Background: an optimization exercise with open tools, aiming at small area, a short achievable clock period and few clock cycles per item. Do not read the settings as production practice. Function was checked by simulation only, so behaviour that the tests miss may differ from the original. Power and IR drop assume default switching activity.

==> flow/design.v <==
module BCDConvert(
    input           clk,
    input           rst,
    input           en,
    input   [11:0]  bin_d_in,
    output  [15:0]  bcd_d_out,
    output          rdy
    );
    reg         rdy_q;
    reg  [13:0] q;
    wire [13:0] nx;
    bcd_pre  u_pre  (.b(bin_d_in), .s(nx));
    bcd_post u_post (.s(q), .d(bcd_d_out));
    always @(posedge clk) begin
        q     <= nx;
        rdy_q <= en & ~rst;
    end
    assign rdy = rdy_q;
endmodule
module bcd_pre(input [11:0] b, output [13:0] s);
    wire n27 = ~b[9] & b[11];
    wire n28 = b[10] & ~n27;
    wire n29 = b[9] & ~b[11];
    wire n30 = b[10] & b[11];
    wire n31 = ~b[9] & n30;
    wire n32 = ~n29 & ~n31;
    wire n33 = n28 & n32;
    wire n34 = ~b[8] & n33;
    wire n35 = ~b[10] & b[11];
    wire n36 = ~b[9] & n35;
    wire n37 = b[8] & n36;
    wire n38 = ~n34 & ~n37;
    wire n39 = ~b[8] & n28;
    wire n40 = ~n32 & ~n39;
    wire n41 = ~b[8] & n36;
    wire n42 = ~n40 & ~n41;
    wire n43 = n38 & n42;
    wire n44 = b[7] & n43;
    wire n45 = ~n28 & ~n36;
    wire n46 = b[8] & n45;
    wire n47 = n28 & ~n32;
    wire n48 = ~b[8] & n47;
    wire n49 = ~n46 & ~n48;
    wire n50 = ~n41 & n49;
    wire n51 = ~n42 & ~n50;
    wire n52 = ~b[7] & n51;
    wire n53 = ~n44 & ~n52;
    wire n54 = ~b[7] & ~n38;
    wire n55 = n53 & ~n54;
    wire n56 = ~b[7] & ~n42;
    wire n57 = ~n50 & ~n56;
    wire n58 = ~n54 & ~n57;
    wire n59 = ~b[6] & ~n58;
    wire n60 = ~n55 & ~n59;
    wire n61 = ~n42 & n50;
    wire n62 = ~b[7] & n61;
    wire n63 = b[7] & ~n38;
    wire n64 = ~n62 & ~n63;
    wire n65 = ~b[6] & ~n64;
    wire n66 = ~n60 & ~n65;
    wire n67 = n58 & n64;
    wire n68 = b[6] & n67;
    wire n69 = ~n55 & ~n58;
    wire n70 = ~b[6] & n69;
    wire n71 = ~n68 & ~n70;
    wire n72 = ~n65 & n71;
    wire n73 = ~n66 & n72;
    wire n74 = ~b[5] & n73;
    wire n75 = n55 & ~n58;
    wire n76 = ~b[6] & n75;
    wire n77 = b[6] & ~n64;
    wire n78 = ~n76 & ~n77;
    wire n79 = b[5] & ~n78;
    wire n80 = ~n74 & ~n79;
    wire n81 = ~b[5] & ~n66;
    wire n82 = ~n72 & ~n81;
    wire n83 = ~b[5] & ~n78;
    wire n84 = ~n82 & ~n83;
    wire n85 = n80 & n84;
    wire n86 = b[4] & n85;
    wire n87 = n66 & n78;
    wire n88 = b[5] & n87;
    wire n89 = ~n66 & ~n72;
    wire n90 = ~b[5] & n89;
    wire n91 = ~n88 & ~n90;
    wire n92 = ~n83 & n91;
    wire n93 = ~n84 & ~n92;
    wire n94 = ~b[4] & n93;
    wire n95 = ~n86 & ~n94;
    wire n96 = ~b[4] & ~n80;
    assign s[1] = ~n95 | n96;
    wire n98 = ~b[4] & ~n84;
    wire n99 = ~n92 & ~n98;
    assign s[2] = n96 | n99;
    wire n101 = ~n84 & n92;
    wire n102 = ~b[4] & n101;
    wire n103 = b[4] & ~n80;
    assign s[3] = n102 | n103;
    wire n105 = ~b[4] & n92;
    wire n106 = ~n84 & ~n105;
    assign s[4] = ~n80 | n106;
    wire n108 = ~b[8] & n32;
    wire n109 = n28 & ~n108;
    wire n110 = ~n36 & ~n109;
    wire n111 = ~b[9] & ~b[10];
    wire n112 = b[11] & ~n111;
    wire n113 = ~b[7] & n50;
    wire n114 = ~n42 & ~n113;
    wire n115 = n38 & ~n114;
    wire n116 = n112 & n115;
    wire n117 = ~n110 & ~n116;
    wire n118 = ~n112 & ~n115;
    wire n119 = ~n110 & n112;
    wire n120 = n115 & n119;
    wire n121 = ~n118 & ~n120;
    wire n122 = n117 & n121;
    wire n123 = ~b[6] & n55;
    wire n124 = ~n58 & ~n123;
    wire n125 = n64 & ~n124;
    wire n126 = n122 & n125;
    wire n127 = n110 & n112;
    wire n128 = n115 & n127;
    wire n129 = ~n125 & n128;
    wire n130 = ~n126 & ~n129;
    wire n131 = n117 & n125;
    wire n132 = ~n121 & ~n131;
    wire n133 = n125 & n128;
    wire n134 = ~n132 & ~n133;
    wire n135 = n130 & n134;
    wire n136 = ~b[5] & n72;
    wire n137 = ~n66 & ~n136;
    wire n138 = n78 & ~n137;
    wire n139 = n135 & ~n138;
    wire n140 = ~n117 & ~n128;
    wire n141 = ~n125 & n140;
    wire n142 = n117 & ~n121;
    wire n143 = n125 & n142;
    wire n144 = ~n141 & ~n143;
    wire n145 = ~n133 & n144;
    wire n146 = ~n134 & ~n145;
    wire n147 = n138 & n146;
    wire n148 = ~n139 & ~n147;
    wire n149 = ~n130 & n138;
    assign s[5] = ~n148 | n149;
    wire n151 = ~n134 & n138;
    wire n152 = ~n145 & ~n151;
    assign s[6] = n149 | n152;
    wire n154 = ~n134 & n145;
    wire n155 = n138 & n154;
    wire n156 = ~n130 & ~n138;
    assign s[7] = n155 | n156;
    wire n158 = n138 & n145;
    wire n159 = ~n134 & ~n158;
    assign s[8] = ~n130 | n159;
    wire n161 = n121 & n125;
    wire n162 = n117 & ~n161;
    assign s[9] = n128 | n162;
    wire n164 = n110 & n115;
    assign s[10] = n112 & ~n164;
    assign s[0] = b[3];
    assign s[11] = b[0];
    assign s[12] = b[1];
    assign s[13] = b[2];
endmodule
module bcd_post(input [13:0] s, output [15:0] d);
    wire n32 = s[0] & s[3];
    wire n33 = ~s[0] & s[2];
    wire n34 = ~s[1] & n33;
    wire n35 = ~n32 & ~n34;
    wire n36 = ~s[13] & ~n35;
    wire n37 = s[1] & n33;
    wire n38 = s[0] & ~s[2];
    wire n39 = ~s[3] & ~n38;
    wire n40 = ~n32 & ~n39;
    wire n41 = ~n37 & ~n40;
    wire n42 = ~s[0] & s[3];
    wire n43 = s[1] & ~n33;
    wire n44 = ~n42 & ~n43;
    wire n45 = ~s[13] & ~n44;
    wire n46 = ~n41 & ~n45;
    wire n47 = ~n36 & ~n46;
    wire n48 = s[13] & ~n35;
    wire n49 = n41 & n45;
    wire n50 = ~n48 & ~n49;
    wire n51 = n47 & n50;
    wire n52 = s[12] & ~n51;
    wire n53 = ~s[12] & n50;
    wire n54 = n35 & n44;
    wire n55 = s[13] & ~n54;
    wire n56 = ~s[13] & n35;
    wire n57 = n40 & ~n44;
    wire n58 = n56 & ~n57;
    wire n59 = ~n55 & ~n58;
    wire n60 = ~n47 & n59;
    wire n61 = n53 & ~n60;
    assign d[1] = ~n52 & ~n61;
    wire n63 = ~s[12] & ~n50;
    wire n64 = ~s[12] & ~n47;
    wire n65 = n59 & ~n64;
    assign d[2] = n63 | n65;
    wire n67 = s[12] & ~n50;
    wire n68 = ~n59 & n64;
    assign d[3] = n67 | n68;
    wire n70 = n53 & ~n59;
    assign d[4] = ~n51 & ~n70;
    wire n72 = n41 & n56;
    wire n73 = ~n54 & ~n72;
    wire n74 = ~s[0] & ~s[1];
    wire n75 = s[2] & ~n74;
    wire n76 = ~s[3] & ~n75;
    wire n77 = s[4] & s[7];
    wire n78 = ~s[4] & s[6];
    wire n79 = ~s[5] & n78;
    wire n80 = ~n77 & ~n79;
    wire n81 = ~n76 & ~n80;
    wire n82 = s[5] & n78;
    wire n83 = ~s[4] & s[7];
    wire n84 = s[4] & ~s[7];
    wire n85 = ~s[6] & n84;
    wire n86 = ~n83 & ~n85;
    wire n87 = ~n82 & n86;
    wire n88 = s[5] & ~n78;
    wire n89 = ~n83 & ~n88;
    wire n90 = n76 & ~n89;
    wire n91 = n87 & n90;
    wire n92 = ~n81 & ~n91;
    wire n93 = n76 & ~n80;
    wire n94 = ~n87 & ~n90;
    wire n95 = ~n93 & ~n94;
    wire n96 = n92 & n95;
    wire n97 = n73 & n96;
    wire n98 = ~n73 & ~n92;
    wire n99 = n80 & n89;
    wire n100 = ~n76 & n99;
    wire n101 = ~n87 & n90;
    wire n102 = ~n93 & ~n101;
    wire n103 = ~n100 & n102;
    wire n104 = ~n73 & ~n95;
    wire n105 = ~n103 & n104;
    wire n106 = ~n98 & ~n105;
    assign d[5] = n97 | ~n106;
    wire n108 = ~n103 & ~n104;
    assign d[6] = n98 | n108;
    wire n110 = n73 & ~n92;
    wire n111 = n103 & n104;
    assign d[7] = n110 | n111;
    wire n113 = n92 & n103;
    wire n114 = ~n73 & n113;
    assign d[8] = ~n96 & ~n114;
    wire n116 = n80 & n87;
    wire n117 = n76 & n116;
    wire n118 = ~n99 & ~n117;
    wire n119 = s[8] & ~s[10];
    wire n120 = ~s[4] & ~s[5];
    wire n121 = s[6] & ~n120;
    wire n122 = ~s[7] & ~n121;
    wire n123 = s[9] & n122;
    wire n124 = n119 & ~n123;
    wire n125 = ~s[8] & s[10];
    wire n126 = ~s[9] & ~n122;
    wire n127 = n125 & ~n126;
    wire n128 = ~n124 & ~n127;
    wire n129 = ~n118 & ~n128;
    wire n130 = ~s[9] & n125;
    wire n131 = ~n119 & n122;
    wire n132 = s[9] & ~n125;
    wire n133 = ~n131 & n132;
    assign d[13] = n130 | n133;
    wire n135 = ~n122 & d[13];
    wire n136 = n122 & ~d[13];
    wire n137 = ~n135 & ~n136;
    wire n138 = n129 & n137;
    wire n139 = s[9] & n131;
    wire n140 = ~n125 & ~n139;
    wire n141 = ~n127 & ~n140;
    wire n142 = ~n118 & ~n141;
    wire n143 = n128 & n140;
    wire n144 = n118 & ~n143;
    wire n145 = ~n142 & ~n144;
    assign d[9] = n138 | n145;
    wire n147 = ~n118 & n141;
    wire n148 = ~n129 & n137;
    assign d[10] = n147 | n148;
    wire n150 = n118 & n141;
    wire n151 = n129 & ~n137;
    assign d[11] = n150 | n151;
    wire n153 = ~n137 & n142;
    assign d[12] = ~n143 & ~n153;
    wire n155 = ~s[8] & ~s[9];
    assign d[14] = s[10] & ~n155;
    assign d[15] = 1'b0;
    assign d[0] = s[11];
endmodule
==> flow/flow/run.sh <==
#!/bin/bash
# Layout flow: the standard flow (standard.sh), with two changes.
# 1. Synthesis is the standard one (ORFS synthesis, then flatten and rename as
#    synth_recipe.tcl does), except that the two logic submodules bcd_pre and
#    bcd_post are kept apart until after technology mapping, and each is mapped
#    by ABC with its own script (flow/abc_pre.script, flow/abc_post.script).
#    The registers are all in the top module and are mapped as usual.
# 2. The port buffers are the platform's smallest buffer (buf_1).
set -euo pipefail
W=$(pwd)
sed "s#SYNTH_SCRIPT=[^ ]*#SYNTH_SCRIPT=$W/flow/synth.tcl#" standard.sh > own.sh
export MY_ABC_PRE=$W/flow/abc_pre.script
export MY_ABC_POST=$W/flow/abc_post.script
bash own.sh "SYNTH_KEEP_MODULES=bcd_pre bcd_post" synth > synth.log 2>&1
bash own.sh "SYNTH_KEEP_MODULES=bcd_pre bcd_post" "BUFFER_PORTS_ARGS=-buffer_cell sky130_fd_sc_hd__buf_1" finish > layout.log 2>&1
==> flow/flow/abc_post.script <==
strash
balance -l
resub -K 6 -l
rewrite -l
resub -K 6 -N 2 -l
refactor -l
resub -K 8 -l
balance -l
resub -K 8 -N 2 -l
rewrite -l
resub -K 10 -l
rewrite -z -l
resub -K 10 -N 2 -l
balance -l
resub -K 12 -l
refactor -z -l
resub -K 12 -N 2 -l
rewrite -z -l
balance -l
dch
map -B 0.9
topo
stime -c
buffer -c
upsize -c
dnsize -c
==> flow/flow/abc_pre.script <==
strash
dch
map -a
topo
stime -c
buffer -c
upsize -c
dnsize -c
==> flow/flow/synth.tcl <==
proc synth {args} { yosys synth -nofsm -noshare {*}$args }
# Same as synth_recipe.tcl (the standard synthesis), except that the technology-mapping abc call
# of ORFS synth.tcl is run once per module: bcd_pre with the ABC script in MY_ABC_PRE,
# bcd_post with the one in MY_ABC_POST, the top module (registers) with ORFS's own script.
proc abc {args} {
  set i [lsearch -exact $args -script]
  foreach {sel var} {bcd_pre MY_ABC_PRE bcd_post MY_ABC_POST BCDConvert NONE} {
    set a $args
    if { $i >= 0 && [info exists ::env($var)] } {
      lset a [expr {$i + 1}] $::env($var)
    }
    puts "abc on $sel: [lindex $a [expr {$i + 1}]]"
    yosys abc {*}$a $sel
  }
}
source $::env(SCRIPTS_DIR)/synth.tcl
# left out here: clear keep_hierarchy, flatten, clean up, hide names made inside functions, write 1_2_yosys.v
==> flow/standard.sh <==
#!/bin/bash
# synth_recipe.tcl (not shown) runs the flow's synth.tcl, then flattens the netlist and writes it again
# the make line also repeats each setting of config.mk as NAME=value (left out here)
make -C /OpenROAD-flow-scripts/flow DESIGN_CONFIG=/design/flow/config.mk WORK_HOME=/design/flow/orfs CLKGATE_MAP_FILE= SYNTH_SCRIPT=/design/flow/synth_recipe.tcl "${@:-finish}"
==> flow/config.mk <==
export PLATFORM = sky130hd
export DESIGN_NAME = BCDConvert
export DESIGN_NICKNAME = BCDConvert
export VERILOG_FILES = /design/flow/design.v
export SDC_FILE = /design/flow/constraint.sdc
export NUM_CORES = 4
export LEC_CHECK = 0
export ABC_AREA = 1
export CAP_MARGIN = 20
export CORE_MARGIN = 2
export CORE_UTILIZATION = 40
export SLEW_MARGIN = 20
==> flow/constraint.sdc <==
create_clock -name core_clock -period 5.0 [get_ports {clk}]
set_input_delay 1.0000 -clock core_clock [delete_from_list [all_inputs] [get_ports {clk}]]
set_output_delay 1.0000 -clock core_clock [all_outputs]
set_load 0.01 [all_outputs]
==> results.toml <==
[route]
avgViaCountPerCell = 4.48
ant_nets = 0
drtPass1Iterations = 4
drc_errors = 0
route.detailed.wl_per_inst_um = 7.41
routed_wl_mm = 2.25
drt_iter0_drc = 27
vias = 1356

[sta]
fin_crit_ns = 2.84
timing_max_transition_violations_final = 0
timing.final.hold_violations = 0
rsz0062_at_grt = "false"
fin_tns_setup_ns = 0
period_share_pct = 56.7
fin_ws_ns = 2.16
fmax_ghz = 0.353
setup_viol = 0

[synthesis]
synthesis.yosys.warnings = 1
syn-cell-area_mm2 = 0.00134
post_synth_inst_count = 231
synthDistinctLibCells = 28
synth.yosys.seq_area_share_pct = 22.5
net_count_of_the_mapped_netlist = 246
ys_seq_elements = 15
post_synth.cell_area_avg_um2 = 5.78

[cts]
cts_made_buffers = 3
clock_tree_root_buffer_cell = "clkbuf_4"
cts_repair_resize_count = 0
postCtsHoldBufs = 0
clk_pin_slew_ns = 0.08
clock_tree_from_tritoncts = "built"
clock_sink_count = 15
clock_tree.htree_level_count = 1
clockBufferDepth = 2
cts.repair_timing.setup_buffer_count = 0

[power]
cellLeakagePower_nw = 0.761
cellPowerDensity_mw_per_mm2 = 391
worst_ir_drop_vdd_mv = 0.131

[final_layout]
finish.cell_count_without_fillers = 303
fraction_of_final_layout_cells_sized_beyond_drive_strength_1_pct = 10.0
insertedDiodeCount = 0
sequential_cell_area_um2 = 300
area_taken_by_multi_input_logic_gates_um2 = 779
nFillCells = 362
design.final.nets = 275
layout-area-overhead-vs-synth_pct = 11.2
utilization_pct = 47.9

[global_route]
grt_max_degree = 10
number_of_global_route_vias_before_repair = 1065
global_route.overflow_total = 0
antenna_found_initial = 0
grt_usage_pct = 13.1
grt_pass1_wl_mm = 3.90

[place]
gp_routability_congestion = 0.741
place_inst = 299
io_buffers = 30
place_worst_setup_slack_ns = 1.91
dp_wirelength_mm = 1.97

[floorplan]
die_height_um = 61.8
design.die.area_mm2 = 0.00382
chipWidth_um = 61.8
initial_core_util_pct = 43.0
num_rows = 20
core_mm2 = 0.00310
num_io_pins = 32

[worst_hold_path]
holdCritPathClass = "input pin to flip-flop"

[setup_path]
worstSetupPathType = "flip-flop to output port"
setup.worst_path.start_class = "flip-flop"
crit_path_end_kind = "output port"
largest_fanout_on_the_critical_path = 5
signal_arrival_time_at_the_worst_endpoint_ns = 1.84
required_time_of_the_critical_path_ns = 4.00

[run_status]
status = "no timing/DRC/antenna violations"

[run]
cap_violations = 0
[worst paths after layout]
check / endpoint / startpoint / cells past startpoint
worst min-delay path: q[12]$_DFF_P_ / bin_d_in[1] / 1
worst max-delay path: bcd_d_out[5] / q[0]$_DFF_P_ / 11
[routing by layer]
| layer | wire, µm | track usage (%) | up-vias |
|---|---|---|---|
| li1 | - | - | 782 |
| met5 | 0 | 0 | - |
| met1 | 1160 | 17.4 | 549 |
| met4 | 41 | 5.47 | 0 |
| met2 | 989 | 22.0 | 21 |
| met3 | 54 | 1.24 | 4 |
[flip-flops by register name, indices dropped and copies added (netlist names)]
| signal | cells |
|---|---|
| q | 14 |
| rdy_q | 1 |
[layout make-up]
cell class	instances	share of cell area [%]
Sequential cell	15	20.2
Tap cell	44	3.71
Clock inverter	1	0.337
Multi-Input combinational cell	154	52.5
Timing Repair Buffer	30	7.58
Inverter	56	14.2
Clock buffer	3	1.52
[Yosys stat by module, one instance, submodules excluded]
module / flip-flops and latches / area (µm²)
bcd_post: 0 / 492
BCDConvert: 15 / 310
bcd_pre: 0 / 533
[where the power goes]
group / internal [W] / switching, W / total (W)
Combinational: 0.000127 / 0.000233 / 0.000360
Sequential: 0.000141 / 0.0000149 / 0.000156
Clock: 0.0000297 / 0.0000348 / 0.0000645
Total: 0.000298 / 0.000283 / 0.000581
[cells by family (layout without fill, tap and decap cells)]
kind of cell	count (synthesis)	after routing	synth area share, %
xor+xnor	1	1	0.656
compound gates	51	51	23.2
flops	15	15	22.5
buf+inv	62	90	19.1
other cells	1	1	0.281
simple gates	101	101	34.2
[cells in the final DEF, fill, tap and decap left out, types with 7 or more instances in the layout]
| master | count |
|---|---|
| a21oi_1 | 11 |
| buf_1 | 30 |
| o22ai_1 | 7 |
| dfxtp_1 | 15 |
| o21ai_1 | 9 |
| nor2_1 | 28 |
| inv_1 | 55 |
| nand2_1 | 38 |
| nand3_1 | 14 |
| o21ai_0 | 10 |
| nor2_2 | 8 |
[worst max-delay path: stages (launching register included)]
cell and delay (ns):
dfxtp_1 0.38, o21ai_0 0.11, nand2_1 0.14, inv_1 0.07
nand2_1 0.08, nor2_1 0.04, a21oi_1 0.25, inv_1 0.09
o21ai_0 0.15, nand2_1 0.07, inv_1 0.04, buf_1 0.14
[synthesized netlist by cell type, drive strengths merged]
cell	count	area (µm²)
inv	56	210
nand2	43	174
nor2	36	155
o21ai	23	130
nand3	16	90.1
dfxtp	15	300
a21oi	13	72.6
o22ai	7	43.8
buf	6	45.0
a22oi	3	22.5
nand4	2	12.5
o211ai	2	15.0
or2	2	12.5
a211o	1	8.76
a221o	1	10.0
conb	1	3.75
nand3b	1	7.51
nor3	1	5.00
o31ai	1	7.51
xor2	1	8.76
[metrics by stage]
step	total power, W	cell area (µm²)	hold slack (ns)
finish	0.000581	1490	0.806
global route	0.000656	1490	0.791
floorplan	0.000441	1340	1.07
CTS	0.000588	1490	0.798
global placement	0.000523	1460	1.09
detailed placement	0.000523	1460	1.10
Testbench counts, summed over its fixed seeds: cycles 3,200, items 1,600.

[static timing again, ports no longer ideal]
How much do the figures lean on ideal ports? The routed layout below was timed once more, with nothing changed but the port constraints.
Step 1 (the two cells are an assumption about what drives the block):
set clk [get_ports {clk}]
set_driving_cell -lib_cell sky130_fd_sc_hd__clkbuf_16 $clk
set_driving_cell -lib_cell sky130_fd_sc_hd__buf_2 [delete_from_list [all_inputs] $clk]
Step 2 times the ports against the registers' clock, not the clock port: input delays grow and output delays shrink by t, the midpoint of the rising clock arrivals with the driver on.
Slacks: ideal / step 1 / step 2; pairs: ideal / step 1.
shift t [ns]: 0.295
setup WS [ns]: 2.165 / 2.145 / 1.905
cell pins on the clock port's net: 1
After both steps setup and hold are still met in this run. For this run, drivers alone change the setup slack by -0.020 ns; drivers and shift together by -0.260 ns.
